This is an optimization exercise on Yosys and OpenROAD, whose aim is small area and few clock cycles per item, not a production implementation.
Function was checked by simulation only, so behaviour that the tests miss may differ from the original.
No activity file was given, so power comes from the tool's default toggle rates.

==> flow/design.v <==
module min_heap #(
   parameter N_STAGES = 6,
   parameter PRIORITY_WIDTH = 16,
   parameter DATA_WIDTH = 16,
   parameter DETERMINISTIC = 0
) (
   input clk,
   input rstn,
   input [PRIORITY_WIDTH-1:0] in_ts,
   input [DATA_WIDTH-1:0] in_data,
   input [2:0] in_op,
   output logic ready,
   output logic [PRIORITY_WIDTH-1:0] out_ts,
   output logic [DATA_WIDTH-1:0] out_data,
   output logic out_valid,
   output logic [N_STAGES-1:0] capacity
);
   localparam logic [2:0] NOP = 3'd0;
   localparam logic [2:0] ENQ = 3'd1;
   localparam logic [2:0] DEQ_MIN = 3'd2;
   localparam logic [2:0] REPLACE = 3'd3;
   localparam AW = N_STAGES + 1;
   localparam EW = 1 + N_STAGES + PRIORITY_WIDTH + DATA_WIDTH;
   logic [N_STAGES:0][2:0] pipe_op;
   logic [N_STAGES:0][AW-1:0] pipe_pos;
   logic [N_STAGES:0][PRIORITY_WIDTH-1:0] pipe_ts;
   logic [N_STAGES:0][DATA_WIDTH-1:0] pipe_data;
   logic [N_STAGES-1:0][2:0] cur_op;
   logic [N_STAGES-1:0][EW-1:0] rdata_c;
   logic [N_STAGES-1:0][EW-1:0] rdata_0_n;  
   logic [N_STAGES-1:0][EW-1:0] rdata_1_n;
   logic [N_STAGES-1:0][AW-1:0] waddr_c;
   logic [N_STAGES-1:0][AW-1:0] waddr_n;  
   logic [N_STAGES-1:0][EW-1:0] wdata_c;
   logic [N_STAGES-1:0][EW-1:0] wdata_n;  
   logic [N_STAGES-1:0] wr_en_c;
   logic [N_STAGES-1:0] wr_en_n;  
   logic [EW-1:0] min_entry;
   logic min_active;
   logic [N_STAGES-1:0] min_capacity;
   logic [PRIORITY_WIDTH-1:0] min_ts;
   logic [DATA_WIDTH-1:0] min_data;
   assign {min_active, min_capacity, min_ts, min_data} = min_entry;
   logic next_active;
   logic [N_STAGES-1:0] next_capacity;
   logic [PRIORITY_WIDTH-1:0] next_ts;
   logic [DATA_WIDTH-1:0] next_data;
   logic [EW-1:0] next_heap_entry;
   assign next_heap_entry = {next_active, next_capacity, next_ts, next_data};
   assign pipe_op[0] = in_op;
   assign pipe_pos[0] = 1;
   assign pipe_ts[0] = in_ts;
   assign pipe_data[0] = in_data;
   assign out_ts = min_ts;
   assign out_valid = min_active;
   assign out_data = min_data;
   assign capacity = min_capacity;
   assign ready = (cur_op[0] == NOP);
   logic stage_0_wr_en;
   always_comb begin
      stage_0_wr_en = 1'b0;
      next_active   = 1'b0;
      next_ts       = 'x;
      next_data     = 'x;
      next_capacity = min_capacity;
      if (pipe_op[0] == REPLACE) begin
         stage_0_wr_en = 1'b1;
         next_active = 1'b1;
         next_ts = in_ts;
         next_data = in_data;
      end else if (pipe_op[0] == DEQ_MIN) begin
         stage_0_wr_en = 1'b1;
         next_capacity = min_capacity + 1;
      end
   end
   assign rdata_0_n[N_STAGES-1] = '0;
   assign rdata_1_n[N_STAGES-1] = '0;
   generate genvar i;
   for (i=0;i <N_STAGES; i=i+1) begin : g_stage
      heap_stage #(
         .N_STAGES(N_STAGES),
         .STAGE_ID(i),
         .PRIORITY_WIDTH(PRIORITY_WIDTH),
         .DATA_WIDTH(DATA_WIDTH),
         .DETERMINISTIC(DETERMINISTIC)
      ) HEAP_STAGE (
         .clk(clk),
         .rstn(rstn),
         .in_op(pipe_op[i]),
         .in_pos(pipe_pos[i]),
         .in_ts(pipe_ts[i]),
         .in_data(pipe_data[i]),
         .cur_op(cur_op[i]),
         .rdata_c(rdata_c[i]),
         .rdata_0_n(rdata_0_n[i]),
         .rdata_1_n(rdata_1_n[i]),
         .out_op(pipe_op[i+1]),
         .out_pos(pipe_pos[i+1]),
         .out_ts(pipe_ts[i+1]),
         .out_data(pipe_data[i+1]),
         .waddr_c(waddr_c[i]),
         .waddr_n(waddr_n[i]),
         .wdata_c(wdata_c[i]),
         .wdata_n(wdata_n[i]),
         .wr_en_c(wr_en_c[i]),
         .wr_en_n(wr_en_n[i])
      );
   end
   endgenerate
   stage_mem_0 #(
      .N_STAGES(N_STAGES),
      .PRIORITY_WIDTH(PRIORITY_WIDTH),
      .DATA_WIDTH(DATA_WIDTH)
   ) STAGE_MEM_0 (
      .clk(clk),
      .rstn(rstn),
      .op_c(pipe_op[0]),
      .op_n(cur_op[0]),
      .rdata_p(min_entry),
      .rdata_c(rdata_c[0]),
      .wdata_p(next_heap_entry),
      .wdata_c(wdata_c[0]),
      .wr_en_p(stage_0_wr_en),
      .wr_en_c(wr_en_c[0])
   );
   stage_mem_1 #(
      .N_STAGES(N_STAGES),
      .PRIORITY_WIDTH(PRIORITY_WIDTH),
      .DATA_WIDTH(DATA_WIDTH)
   ) STAGE_MEM_1 (
      .clk(clk),
      .rstn(rstn),
      .op_p(pipe_op[0]),
      .op_c(pipe_op[1]),
      .op_n(cur_op[1]),
      .raddr_p(AW'(pipe_pos[0] * 2)),
      .raddr_c(pipe_pos[1]),
      .rdata_0_p(rdata_0_n[0]),
      .rdata_1_p(rdata_1_n[0]),
      .rdata_c(rdata_c[1]),
      .waddr_p(waddr_n[0]),
      .waddr_c(waddr_c[1]),
      .wdata_p(wdata_n[0]),
      .wdata_c(wdata_c[1]),
      .wr_en_p(wr_en_n[0]),
      .wr_en_c(wr_en_c[1])
   );
   generate genvar j;
   for (j=2; j<N_STAGES; j=j+1) begin : g_mem
      stage_mem #(
         .N_STAGES(N_STAGES),
         .STAGE_ID(j),
         .PRIORITY_WIDTH(PRIORITY_WIDTH),
         .DATA_WIDTH(DATA_WIDTH)
      ) STAGE_MEM (
         .clk(clk),
         .rstn(rstn),
         .op_p(pipe_op[j-1]),
         .op_c(pipe_op[j]),
         .op_n(cur_op[j]),
         .raddr_p(AW'(pipe_pos[j-1]*2)),
         .raddr_c(pipe_pos[j]),
         .rdata_0_p(rdata_0_n[j-1]),
         .rdata_1_p(rdata_1_n[j-1]),
         .rdata_c(rdata_c[j]),
         .waddr_p(waddr_n[j-1]),
         .waddr_c(waddr_c[j]),
         .wdata_p(wdata_n[j-1]),
         .wdata_c(wdata_c[j]),
         .wr_en_p(wr_en_n[j-1]),
         .wr_en_c(wr_en_c[j])
      );
   end
   endgenerate
endmodule
module heap_stage
#(
   parameter STAGE_ID = 0,
   parameter N_STAGES = 6,
   parameter PRIORITY_WIDTH = 16,
   parameter DATA_WIDTH = 16,
   parameter DETERMINISTIC = 0
) (
   input clk,
   input rstn,
   input [2:0] in_op,
   input [N_STAGES:0] in_pos,
   input [PRIORITY_WIDTH-1:0] in_ts,
   input [DATA_WIDTH-1:0] in_data,
   input [N_STAGES+PRIORITY_WIDTH+DATA_WIDTH:0] rdata_c,
   input [N_STAGES+PRIORITY_WIDTH+DATA_WIDTH:0] rdata_0_n,
   input [N_STAGES+PRIORITY_WIDTH+DATA_WIDTH:0] rdata_1_n,
   output logic [2:0] out_op,
   output logic [N_STAGES:0] out_pos,
   output logic [PRIORITY_WIDTH-1:0] out_ts,
   output logic [DATA_WIDTH-1:0] out_data,
   output logic [2:0] cur_op,
   output logic [N_STAGES:0] waddr_c,
   output logic [N_STAGES:0] waddr_n,
   output logic [N_STAGES+PRIORITY_WIDTH+DATA_WIDTH:0] wdata_c,
   output logic [N_STAGES+PRIORITY_WIDTH+DATA_WIDTH:0] wdata_n,
   output logic wr_en_c,
   output logic wr_en_n
);
   localparam logic [2:0] NOP = 3'd0;
   localparam logic [2:0] ENQ = 3'd1;
   localparam logic [2:0] DEQ_MIN = 3'd2;
   localparam logic [2:0] REPLACE = 3'd3;
   logic rc_active, r0_active, r1_active, wc_active, wn_active;
   logic [N_STAGES-1:0] rc_capacity, r0_capacity, r1_capacity, wc_capacity, wn_capacity;
   logic [PRIORITY_WIDTH-1:0] rc_ts, r0_ts, r1_ts, wc_ts, wn_ts;
   logic [DATA_WIDTH-1:0] rc_data, r0_data, r1_data, wc_data, wn_data;
   assign {rc_active, rc_capacity, rc_ts, rc_data} = rdata_c;
   assign {r0_active, r0_capacity, r0_ts, r0_data} = rdata_0_n;
   assign {r1_active, r1_capacity, r1_ts, r1_data} = rdata_1_n;
   assign wdata_c = {wc_active, wc_capacity, wc_ts, wc_data};
   assign wdata_n = {wn_active, wn_capacity, wn_ts, wn_data};
   logic [N_STAGES:0] cur_pos;
   logic [PRIORITY_WIDTH-1:0] cur_ts;
   logic [DATA_WIDTH-1:0] cur_data;
   logic [7:0] lfsr;
   logic lfsr_new_bit;
   assign lfsr_new_bit = ^(lfsr & 8'(STAGE_ID * 7));
   always_ff @(posedge clk) begin
      if (!rstn) begin
         lfsr <= 8'(STAGE_ID);
      end else begin
         lfsr <= { lfsr[6:0], lfsr_new_bit };
      end
   end
   always_ff @(posedge clk) begin
       cur_op <= in_op;
       cur_pos <= in_pos;
       cur_ts <= in_ts;
       cur_data <= in_data;
   end
   always_comb begin
      waddr_c = 'x;
      waddr_n = 'x;
      wc_active = rc_active;
      wc_capacity = rc_capacity;
      wc_ts = rc_ts;
      wc_data = rc_data;
      {wn_active, wn_capacity, wn_ts, wn_data} = 'x;
      out_op = cur_op;
      out_pos = cur_pos * 2;
      out_ts = 'x;
      out_data = 'x;
      wr_en_c = 1'b0;
      wr_en_n = 1'b0;
      case(cur_op)
         ENQ: begin
            if (!rc_active) begin
               wc_active = 1'b1;
               wc_ts = cur_ts;
               wc_data = cur_data;
               wc_capacity = rc_capacity - 1;
               out_op = NOP;
               out_ts = cur_ts;
               out_data = cur_data;
               wr_en_c = 1'b1;
               waddr_c = cur_pos;
            end else if (cur_ts < rc_ts) begin
               out_ts = rc_ts;
               out_data = rc_data;
               wc_ts = cur_ts;
               wc_data = cur_data;
               wc_active = 1'b1;
               wc_capacity = rc_capacity - 1;
               wr_en_c = 1'b1;
               waddr_c = cur_pos;
            end else begin
               out_ts = cur_ts;
               out_data = cur_data;
               wc_capacity = rc_capacity - 1;
               wr_en_c = 1'b1;
               waddr_c = cur_pos;
            end
            if (DETERMINISTIC) begin
               if ((r0_capacity == 0) |
                     (r1_active & (r1_capacity > 0) & (cur_ts > r1_ts) ) ) begin
                  out_pos = cur_pos * 2 + 1;
               end else begin
                  out_pos = cur_pos * 2;
               end
            end else begin
               if ( (r0_capacity > 0) & (r1_capacity > 0)) begin
                  out_pos = cur_pos * 2 + (N_STAGES+1)'(lfsr[1]);  
               end else if (r0_capacity > 0) begin
                  out_pos = cur_pos * 2;
               end else begin
                  out_pos = cur_pos * 2 + 1;
               end
            end
         end
         DEQ_MIN: begin
            if (!r0_active & !r1_active) begin
               out_op = NOP;
            end else begin
               wc_active = 1'b1;
               wr_en_c = 1'b1;
               waddr_c = cur_pos;
               wr_en_n = 1'b1;
               if (
                  (r0_active & r1_active &
                     (r0_ts <= r1_ts)) |
                  (!r1_active) )
               begin
                  wc_ts = r0_ts;
                  wc_data = r0_data;
                  wn_active = 1'b0;
                  wn_capacity = r0_capacity + 1;
                  out_pos = cur_pos * 2;
                  waddr_n = cur_pos * 2;
               end else if (
                  (r0_active & r1_active &
                     (r1_ts < r0_ts)) |
                  (!r0_active) )
               begin
                  wc_ts = r1_ts;
                  wc_data = r1_data;
                  wn_active = 1'b0;
                  wn_capacity = r1_capacity + 1;
                  out_pos = cur_pos * 2 + 1;
                  waddr_n = cur_pos * 2 + 1;
               end
            end
         end
         REPLACE: begin
            if (
               (!r0_active & !r1_active) |
               ( r0_active & r1_active &
                     (rc_ts < r0_ts) &
                     (rc_ts < r1_ts)) |
               ( !r1_active & (rc_ts < r0_ts) ) |
               ( !r0_active & (rc_ts < r1_ts) ) )
            begin
               out_op = NOP;
            end else begin
               wc_active = 1'b1;
               wr_en_c = 1'b1;
               waddr_c = cur_pos;
               wr_en_n = 1'b1;
               if (
                  (r0_active & r1_active &
                     r0_ts <= r1_ts) |
                  (!r1_active) )
               begin
                  wc_ts = r0_ts;
                  wc_data = r0_data;
                  wn_ts = rc_ts;
                  wn_data = rc_data;
                  wn_active = 1'b1;
                  wn_capacity = r0_capacity;
                  out_pos = cur_pos * 2;
                  waddr_n = cur_pos * 2;
               end else if (
                  (r0_active & r1_active &
                     r1_ts < r0_ts) |
                  (!r0_active) )
               begin
                  wc_ts = r1_ts;
                  wc_data = r1_data;
                  wn_ts = rc_ts;
                  wn_data = rc_data;
                  wn_active = 1'b1;
                  wn_capacity = r1_capacity;
                  out_pos = cur_pos * 2 + 1;
                  waddr_n = cur_pos * 2 + 1;
               end
            end
         end
         default: begin
         end
      endcase
   end
endmodule
module stage_mem
#(
   parameter STAGE_ID = 2,
   parameter N_STAGES = 6,
   parameter PRIORITY_WIDTH = 16,
   parameter DATA_WIDTH = 16
) (
   input clk,
   input rstn,
   input [2:0] op_p,  
   input [2:0] op_c,  
   input [2:0] op_n,  
   input [N_STAGES:0] raddr_p,  
   input [N_STAGES:0] raddr_c,  
   output logic [N_STAGES+PRIORITY_WIDTH+DATA_WIDTH:0] rdata_0_p,  
   output logic [N_STAGES+PRIORITY_WIDTH+DATA_WIDTH:0] rdata_1_p,
   output logic [N_STAGES+PRIORITY_WIDTH+DATA_WIDTH:0] rdata_c,  
   input [N_STAGES:0] waddr_p,  
   input [N_STAGES:0] waddr_c,  
   input [N_STAGES+PRIORITY_WIDTH+DATA_WIDTH:0] wdata_p,
   input [N_STAGES+PRIORITY_WIDTH+DATA_WIDTH:0] wdata_c,
   input wr_en_p,
   input wr_en_c
);
   localparam logic [2:0] NOP = 3'd0;
   localparam MEM_WIDTH = 1+N_STAGES + PRIORITY_WIDTH + DATA_WIDTH;
   localparam DEPTH = 2**(STAGE_ID-1);
   localparam logic [N_STAGES-1:0] INIT_CAPACITY = N_STAGES'(2**(N_STAGES-STAGE_ID) -1);
   logic [DEPTH-1:0][MEM_WIDTH-1:0] bank_0;
   logic [DEPTH-1:0][MEM_WIDTH-1:0] bank_1;
   logic [N_STAGES:0] raddr;
   logic [N_STAGES:0] waddr;
   assign raddr = (op_c != NOP) ? raddr_c : raddr_p;
   assign waddr = (op_n != NOP) ? waddr_c : waddr_p;
   logic [MEM_WIDTH-1:0] wdata;
   assign wdata = (op_n != NOP) ? wdata_c : wdata_p;
   logic wr_en, wr_en_0, wr_en_1;
   assign wr_en  = (op_n != NOP) ? wr_en_c : wr_en_p;
   assign wr_en_0 = wr_en & ~waddr[0];
   assign wr_en_1 = wr_en & waddr[0];
   logic [MEM_WIDTH-1:0] rdata_0;
   logic [MEM_WIDTH-1:0] rdata_1;
   assign rdata_0_p = rdata_0;
   assign rdata_1_p = rdata_1;
   logic [N_STAGES:0] raddr_d1;
   assign rdata_c = raddr_d1[0] ? rdata_1 : rdata_0;
   always_ff @(posedge clk) begin
      raddr_d1 <= raddr;
   end
   logic [MEM_WIDTH-1:0] bank_0_out;
   logic [MEM_WIDTH-1:0] bank_1_out;
   logic addr_collision_0, addr_collision_1;
   logic [MEM_WIDTH-1:0] wdata_d1_0;
   logic [MEM_WIDTH-1:0] wdata_d1_1;
   always_ff @(posedge clk) begin
      if (!rstn) begin
         for (int e = 0; e < DEPTH; e = e + 1) begin
            bank_0[e] <= {1'b0, INIT_CAPACITY, {(PRIORITY_WIDTH+DATA_WIDTH){1'bx}}};
         end
      end else if (wr_en_0) begin
         bank_0[ waddr[STAGE_ID-1:1] ] <= wdata;
      end
      bank_0_out <= bank_0[ raddr[STAGE_ID-1:1]];
   end
   always_ff @(posedge clk) begin
      if (!rstn) begin
         addr_collision_0 <= 1'b0;
         wdata_d1_0 <= 'x;
      end else begin
         addr_collision_0 <= (wr_en_0 && waddr[STAGE_ID-1:1] == raddr[STAGE_ID-1:1]);
         wdata_d1_0 <= wdata;
      end
   end
   always_comb begin
      rdata_0 = addr_collision_0 ? wdata_d1_0 : bank_0_out;
   end
   always_ff @(posedge clk) begin
      if (!rstn) begin
         for (int e = 0; e < DEPTH; e = e + 1) begin
            bank_1[e] <= {1'b0, INIT_CAPACITY, {(PRIORITY_WIDTH+DATA_WIDTH){1'bx}}};
         end
      end else if (wr_en_1) begin
         bank_1[ waddr[STAGE_ID-1:1] ] <= wdata;
      end
      bank_1_out <= bank_1[ raddr[STAGE_ID-1:1]];
   end
   always_ff @(posedge clk) begin
      if (!rstn) begin
         addr_collision_1 <= 1'b0;
         wdata_d1_1 <= 'x;
      end else begin
         addr_collision_1 <= (wr_en_1 && waddr[STAGE_ID-1:1] == raddr[STAGE_ID-1:1]);
         wdata_d1_1 <= wdata;
      end
   end
   always_comb begin
      rdata_1 = addr_collision_1 ? wdata_d1_1 : bank_1_out;
   end
endmodule
module stage_mem_1
#(
   parameter N_STAGES = 6,
   parameter PRIORITY_WIDTH = 16,
   parameter DATA_WIDTH = 16
) (
   input clk,
   input rstn,
   input [2:0] op_p,  
   input [2:0] op_c,  
   input [2:0] op_n,  
   input [N_STAGES:0] raddr_p,  
   input [N_STAGES:0] raddr_c,  
   output logic [N_STAGES+PRIORITY_WIDTH+DATA_WIDTH:0] rdata_0_p,  
   output logic [N_STAGES+PRIORITY_WIDTH+DATA_WIDTH:0] rdata_1_p,
   output logic [N_STAGES+PRIORITY_WIDTH+DATA_WIDTH:0] rdata_c,  
   input [N_STAGES:0] waddr_p,  
   input [N_STAGES:0] waddr_c,  
   input [N_STAGES+PRIORITY_WIDTH+DATA_WIDTH:0] wdata_p,
   input [N_STAGES+PRIORITY_WIDTH+DATA_WIDTH:0] wdata_c,
   input wr_en_p,
   input wr_en_c
);
   localparam logic [2:0] NOP = 3'd0;
   localparam MEM_WIDTH = 1+N_STAGES + PRIORITY_WIDTH + DATA_WIDTH;
   localparam logic [N_STAGES-1:0] INIT_CAPACITY = N_STAGES'(2**(N_STAGES-1) -1);
   logic [MEM_WIDTH-1:0] bank_0;
   logic [MEM_WIDTH-1:0] bank_1;
   logic [N_STAGES:0] raddr;
   logic [N_STAGES:0] waddr;
   assign raddr = (op_c != NOP) ? raddr_c : raddr_p;
   assign waddr = (op_n != NOP) ? waddr_c : waddr_p;
   logic [MEM_WIDTH-1:0] wdata;
   assign wdata = (op_n != NOP) ? wdata_c : wdata_p;
   logic wr_en, wr_en_0, wr_en_1;
   assign wr_en  = (op_n != NOP) ? wr_en_c : wr_en_p;
   assign wr_en_0 = wr_en & ~waddr[0];
   assign wr_en_1 = wr_en & waddr[0];
   logic [MEM_WIDTH-1:0] rdata_0;
   logic [MEM_WIDTH-1:0] rdata_1;
   assign rdata_0_p = rdata_0;
   assign rdata_1_p = rdata_1;
   logic [N_STAGES:0] raddr_d1;  
   assign rdata_c = raddr_d1[0] ? rdata_1 : rdata_0;
   always_ff @(posedge clk) begin
      raddr_d1 <= raddr;
      if (!rstn) begin
         bank_0 <= {1'b0, INIT_CAPACITY, {(PRIORITY_WIDTH+DATA_WIDTH){1'bx}}};
      end else if (wr_en_0) begin
         bank_0 <= wdata;
      end
      if (wr_en_0 && waddr[1] == raddr[1]) begin
         rdata_0 <= wdata;
      end else begin
         rdata_0 <= bank_0;
      end
      if (!rstn) begin
         bank_1 <= {1'b0, INIT_CAPACITY, {(PRIORITY_WIDTH+DATA_WIDTH){1'bx}}};
      end else if (wr_en_1) begin
         bank_1 <= wdata;
      end
      if (wr_en_1 && waddr[1] == raddr[1]) begin
         rdata_1 <= wdata;
      end else begin
         rdata_1 <= bank_1;
      end
   end
endmodule
module stage_mem_0
#(
   parameter N_STAGES = 6,
   parameter PRIORITY_WIDTH = 16,
   parameter DATA_WIDTH = 16
) (
   input clk,
   input rstn,
   input [2:0] op_c,  
   input [2:0] op_n,  
   output logic [N_STAGES+PRIORITY_WIDTH+DATA_WIDTH:0] rdata_p,
   output logic [N_STAGES+PRIORITY_WIDTH+DATA_WIDTH:0] rdata_c,
   input [N_STAGES+PRIORITY_WIDTH+DATA_WIDTH:0] wdata_p,
   input [N_STAGES+PRIORITY_WIDTH+DATA_WIDTH:0] wdata_c,
   input wr_en_p,
   input wr_en_c
);
   localparam logic [2:0] NOP = 3'd0;
   localparam MEM_WIDTH = 1+N_STAGES + PRIORITY_WIDTH + DATA_WIDTH;
   localparam logic [N_STAGES-1:0] INIT_CAPACITY = N_STAGES'(2**(N_STAGES) -1);
   logic [MEM_WIDTH-1:0] min_entry;
   logic [MEM_WIDTH-1:0] wdata;
   assign wdata = (op_n != NOP) ? wdata_c : wdata_p;
   logic wr_en;
   assign wr_en  = (op_n != NOP) ? wr_en_c : wr_en_p;
   always_ff @(posedge clk) begin
      if (!rstn) begin
         rdata_c <= {1'b0, INIT_CAPACITY, {(PRIORITY_WIDTH+DATA_WIDTH){1'bx}}};
         rdata_p <= {1'b0, INIT_CAPACITY, {(PRIORITY_WIDTH+DATA_WIDTH){1'bx}}};
         min_entry <= {1'b0, INIT_CAPACITY, {(PRIORITY_WIDTH+DATA_WIDTH){1'bx}}};
      end else begin
         if (wr_en) begin
            min_entry <= wdata;
         end
         if (wr_en) begin
            rdata_c <= wdata;
            rdata_p <= wdata;
         end else begin
            rdata_c <= min_entry;
            rdata_p <= min_entry;
         end
      end
   end
endmodule
==> flow/run.sh <==
#!/bin/bash
# synth_recipe.tcl (not shown) runs the flow's synth.tcl, then flattens the netlist and writes it again
# the make line also repeats each setting of config.mk as NAME=value (left out here)
make -C /OpenROAD-flow-scripts/flow DESIGN_CONFIG=/design/flow/config.mk WORK_HOME=/design/flow/orfs CLKGATE_MAP_FILE= SYNTH_SCRIPT=/design/flow/synth_recipe.tcl finish
==> flow/config.mk <==
export PLATFORM = sky130hd
export DESIGN_NAME = min_heap
export DESIGN_NICKNAME = min_heap
export VERILOG_FILES = /design/flow/design.v
export SDC_FILE = /design/flow/constraint.sdc
export NUM_CORES = 4
export LEC_CHECK = 0
export CAP_MARGIN = 20
export CORE_MARGIN = 2
export CORE_UTILIZATION = 40
export PLACE_DENSITY = 0.6
export SLEW_MARGIN = 20
==> flow/constraint.sdc <==
create_clock -name core_clock -period 8.0 [get_ports {clk}]
set_input_delay 1.6000 -clock core_clock [delete_from_list [all_inputs] [get_ports {clk}]]
set_output_delay 1.6000 -clock core_clock [all_outputs]
set_load 0.01 [all_outputs]
==> impl_metrics.prom <==
# TYPE chip_impl_metric gauge
chip_impl_info{name="run_status",value="timing/DRC/antenna clean"} 1
chip_impl_metric{name="leakage",unit="uW"} 0.0683
chip_impl_metric{name="timing_worst_slew_pin_value",unit="ns"} 1.20
chip_impl_info{name="slowest_stage",value="buf_12"} 1
chip_impl_metric{name="share_of_synthesized_area_occupied_by_flip_flops_and_latches",unit=""} 0.537
chip_impl_info{name="min-delay-path-class",value="reg -> reg"} 1
chip_impl_metric{name="final_max_slew_viol_count",unit=""} 0
chip_impl_info{name="postSynth.topFlopCell",value="edfxtp_1"} 1
chip_impl_metric{name="power_per_cell_area",unit="nW/um2"} 243
chip_impl_metric{name="post_route_cells_drive_above_1_share",unit=""} 0.0994
chip_impl_metric{name="synthesis.area_per_instance",unit="um2"} 10.2
chip_impl_metric{name="grt.overflow.total",unit=""} 0
chip_impl_metric{name="final.fill_count",unit=""} 37200
chip_impl_metric{name="nets",unit=""} 15600
chip_impl_metric{name="areaGrowthSynthToFinish",unit="%"} 12.3
chip_impl_metric{name="syn_area",unit="um2"} 159000
chip_impl_metric{name="hpwlAfterDp",unit="um"} 338000
chip_impl_info{name="worstSetupPathType",value="reg -> reg"} 1
chip_impl_metric{name="cts_hold_repair.buffers",unit=""} 0
chip_impl_metric{name="portbufs",unit=""} 76
chip_impl_metric{name="fin_worst_hold_slack",unit="ns"} 0.407
chip_impl_metric{name="die_w",unit="um"} 635
chip_impl_info{name="clockRootBuffer",value="clkbuf_16"} 1
chip_impl_metric{name="max_freq",unit="MHz"} 143
chip_impl_metric{name="core-area",unit="um2"} 396000
chip_impl_metric{name="cp_data_arrival_time",unit="ns"} 7.75
chip_impl_metric{name="design.die.area",unit="um2"} 403000
chip_impl_metric{name="worst-path-max-fanout",unit=""} 264
chip_impl_metric{name="total_nets_after_synthesis",unit=""} 16000
chip_impl_metric{name="post-route-drc-count",unit=""} 0
chip_impl_metric{name="drtIter0Drc",unit=""} 15900
chip_impl_metric{name="finalWorstPathRequiredPeriod",unit="ns"} 6.98
chip_impl_metric{name="floorplan.io_pins",unit=""} 77
chip_impl_metric{name="detailroute.via_count",unit=""} 126000
chip_impl_metric{name="cts-htree-levels",unit=""} 5
chip_impl_metric{name="cp_slowest_stage_delay",unit="ns"} 0.73
chip_impl_metric{name="dr_pass1_iterations",unit=""} 9
chip_impl_metric{name="synth.distinct_cells",unit=""} 83
chip_impl_metric{name="slew_headroom",unit=""} 0.189
chip_impl_info{name="critical-path-top-cell-by-count",value="buf_4"} 1
chip_impl_info{name="worstSetupStartpointType",value="register"} 1
chip_impl_metric{name="setup_viol",unit=""} 0
chip_impl_metric{name="num_rows",unit=""} 231
chip_impl_metric{name="gp_congestion",unit=""} 0.939
chip_impl_metric{name="fin_tns_setup",unit="ns"} 0
chip_impl_metric{name="cts_num_sinks",unit=""} 3258
chip_impl_metric{name="numCtsBuffers",unit=""} 363
chip_impl_metric{name="initial_cell_density_of_the_core",unit=""} 0.402
chip_impl_metric{name="cts-root-to-sink-buffers",unit=""} 4
chip_impl_metric{name="grt_start_max_net_pins",unit=""} 265
chip_impl_metric{name="route.antenna.remaining_nets",unit=""} 0
chip_impl_metric{name="fin_worst_skew",unit="ns"} 0.0761
chip_impl_metric{name="post_synth_edffs",unit=""} 2016
chip_impl_metric{name="clk_pin_slew_worst_setup_hold_paths",unit="ns"} 0.06
chip_impl_metric{name="viasPerCell",unit=""} 6.06
chip_impl_metric{name="number_of_warnings_printed_during_yosys_synthesis",unit=""} 13
chip_impl_metric{name="post-cts-setup-buffer-count",unit=""} 0
chip_impl_metric{name="post_route_fraction_of_the_period_consumed_by_the_critical_path",unit=""} 0.873
chip_impl_metric{name="synth_seq_cells",unit=""} 3258
chip_impl_metric{name="fin_cells",unit=""} 20700
chip_impl_info{name="tritoncts_clock_tree",value="done"} 1
chip_impl_metric{name="clkLatencyLatePin",unit="ns"} 0.98
chip_impl_metric{name="dieHeight",unit="um"} 635
chip_impl_metric{name="postLayoutCoreUtil",unit=""} 0.451
chip_impl_metric{name="worst_ir_drop_vdd",unit="mV"} 0.181
chip_impl_metric{name="post_cts.resized_instances",unit=""} 0
chip_impl_metric{name="grtUsageTotal",unit=""} 0.255
chip_impl_info{name="worstPathCellList",value="buf_4 -> mux2i_1 -> nand2_1 -> o21ai_0 -> buf_4 -> inv_1 -> ha_1 -> nand2_1 -> o21ai_0 -> a211oi_1 -> a211oi_2 -> o31ai_4 -> buf_4 -> o31a_1 -> nor2_4 -> buf_4 -> buf_12 -> o21ai_0 -> a21oi_1"} 1
chip_impl_metric{name="grt_pass1_vias",unit=""} 117000
chip_impl_metric{name="cell_count_after_synthesis",unit=""} 15700
chip_impl_metric{name="hold_viol_final",unit=""} 0
chip_impl_metric{name="overall_routed_net_length",unit="um"} 534000
chip_impl_metric{name="async_reset_ff_frac",unit=""} 0
chip_impl_metric{name="drv.max_cap_violation_count",unit=""} 0
chip_impl_metric{name="final_critical_path_setup_slack",unit="ns"} 1.02
chip_impl_metric{name="antenna_found_initial",unit=""} 26
chip_impl_metric{name="grt_first_pass_wirelength",unit="um"} 786000
chip_impl_metric{name="post-place-ws",unit="ns"} 1.28
chip_impl_metric{name="cp_data_required_time",unit="ns"} 8.77
chip_impl_info{name="rsz0062_at_grt",value="no"} 1
chip_impl_metric{name="dp_cells",unit=""} 20000
chip_impl_metric{name="wl_per_cell",unit="um"} 25.7
chip_impl_info{name="crit_path_end_kind",value="register"} 1
==> final timing paths <==
check | start | endpoint | slack (ns) | depth (start not counted)
worst max-delay path | g_mem[4].STAGE_MEM.addr_collision_1 | g_mem[5].STAGE_MEM.bank_1[529] | 1.02 | 19
worst min-delay path | g_stage[2].HEAP_STAGE.lfsr[0] | g_stage[2].HEAP_STAGE.lfsr[1] | 0.41 | 1
worst max register to register | g_mem[4].STAGE_MEM.addr_collision_1 | g_mem[5].STAGE_MEM.bank_1[529] | 1.02 | 19
worst min register to register | g_stage[2].HEAP_STAGE.lfsr[0] | g_stage[2].HEAP_STAGE.lfsr[1] | 0.41 | 1
==> state kept, by name, indices dropped and copies added, names as in the netlist, 96 cells and up, named ones only <==
signal / count
g_mem.STAGE_MEM.bank_0_out: 156
g_stage.HEAP_STAGE.cur_ts: 96
g_mem.STAGE_MEM.wdata_d1_1: 117
g_stage.HEAP_STAGE.cur_data: 96
g_mem.STAGE_MEM.bank_0: 1156
g_mem.STAGE_MEM.bank_1_out: 156
g_mem.STAGE_MEM.bank_1: 1156
==> cells by family after synthesis <==
group,Yosys count,share of synthesized area
AO/OA/AOI/OAI,5291,0.197
buffers and inverters,1667,0.0405
AND/OR/NAND/NOR,3510,0.0967
flip-flops,3258,0.537
adder cells (fa/ha/maj),343,0.0270
XOR/XNOR,63,0.00347
multiplexers,1523,0.0984
==> cell usage after synthesis, drive strengths merged, types with 60 or more instances <==
cell	n	area, um2
and2	94	588
dfxtp	1242	24900
nand3	371	1860
buf	224	1020
o21ai	1853	9290
mux2	326	3670
a221oi	129	1140
o22ai	378	2360
or4	95	713
a22o	218	1910
mux2i	1197	12000
a32o	106	1060
nor2	471	1770
nor3	60	315
ha	342	4280
edfxtp	2016	60500
o211ai	152	1140
a21oi	1758	8800
nor2b	125	782
nand2	2022	7590
a21o	64	480
inv	332	1250
a211oi	168	1270
nand2b	76	475
clkbuf	1108	4160
==> through the flow <==
stage / power, uW / instance area, um2
floorplan: 23600 / 159000
global placement: 26300 / 166000
detailed placement: 26300 / 166000
CTS: 43500 / 179000
finish: 43500 / 179000
global route: 44800 / 179000
==> where the power goes <==
group / internal [uW] / leakage [uW] / switching (uW)
Combinational: 1960 / 0.0312 / 4250
Sequential: 19000 / 0.0311 / 940
Clock: 10100 / 0.00600 / 7230
==> critical path: cells and delay by family, from the launching register on <==
kind | cells | cell delay, ns
compound gates | 8 | 2.08
fa+ha+maj | 1 | 0.32
buf+inv | 6 | 2.18
flops | 1 | 0.67
mux | 1 | 0.66
simple gates | 3 | 0.66
==> layout by cell type, fill, tap and decap left out, types with 61 or more instances in the layout <==
cell / netlist / routed
edfxtp_1: 2016 / 2016
nand2_1: 2022 / 1992
o21ai_0: 1824 / 1820
a21oi_1: 1758 / 1749
dfxtp_1: 1242 / 1228
mux2i_1: 1197 / 1191
nor2_1: 471 / 434
clkbuf_16: 0 / 382
o22ai_1: 378 / 378
nand3_1: 371 / 370
buf_4: 3 / 345
ha_1: 342 / 342
inv_1: 330 / 330
mux2_2: 326 / 326
a22o_1: 218 / 218
a211oi_1: 166 / 166
o211ai_1: 152 / 152
nor2b_1: 125 / 124
a221oi_1: 128 / 116
a32o_1: 106 / 106
or4_1: 95 / 95
and2_1: 93 / 92
clkbuf_1: 1108 / 84
nand2b_1: 76 / 75
clkdlybuf4s50_1: 0 / 75
a21o_1: 64 / 62
clkinv_2: 0 / 62
buf_12: 0 / 61
==> layout make-up <==
type                    instances  area (um2)  share of cell area
inverters                     335        1260             0.00707
repair buffers                487        4670              0.0262
clock buffers                 513       10500              0.0589
clock inverters               165        1730             0.00966
multi-input cells           10700       68500               0.383
flip-flops and latches       3258       85400               0.478
diodes                          6        15.0           0.0000841
well taps                    5242        6560              0.0367
==> metal layers <==
layer / GRT usage / wire [um]
met5: 0 / 34
met4: 0.0797 / 17600
met3: 0.0443 / 50600
met2: 0.385 / 233000
met1: 0.371 / 233000
Testbench counts, summed over its fixed seeds: cycles 40,008, ops 20,000.

## port drivers added, routing unchanged
The results above use ideal ports. As a check the final layout listed here was re-extracted and re-timed, cells and wires unchanged.
Step 1 (the two cells are an assumption about what drives the block):
set clk [get_ports {clk}]
set_driving_cell -lib_cell sky130_fd_sc_hd__clkbuf_16 $clk
set_driving_cell -lib_cell sky130_fd_sc_hd__buf_2 [delete_from_list [all_inputs] $clk]
Step 2 moves the port delays by t, midway between the first and last clock arrival at a register: inputs arrive t later, outputs are due t later. That takes back most of the time a late clock gives input paths.
Slacks: no drivers / after step 1 / after step 2; pairs: no drivers / after step 1.
shift t [ns]: 1.052
setup slack, ns: 1.019 / 1.019 / 1.019
latest minus earliest clock arrival (ns): 0.081 / 0.081
worst register clock-pin slew, ns: 0.07 / 0.07
worst slew at a driven data input, ns: 0.07
After both steps this run still meets setup and hold. For this run, drivers alone change the setup slack by 0.000 ns; drivers and shift together by 0.000 ns.
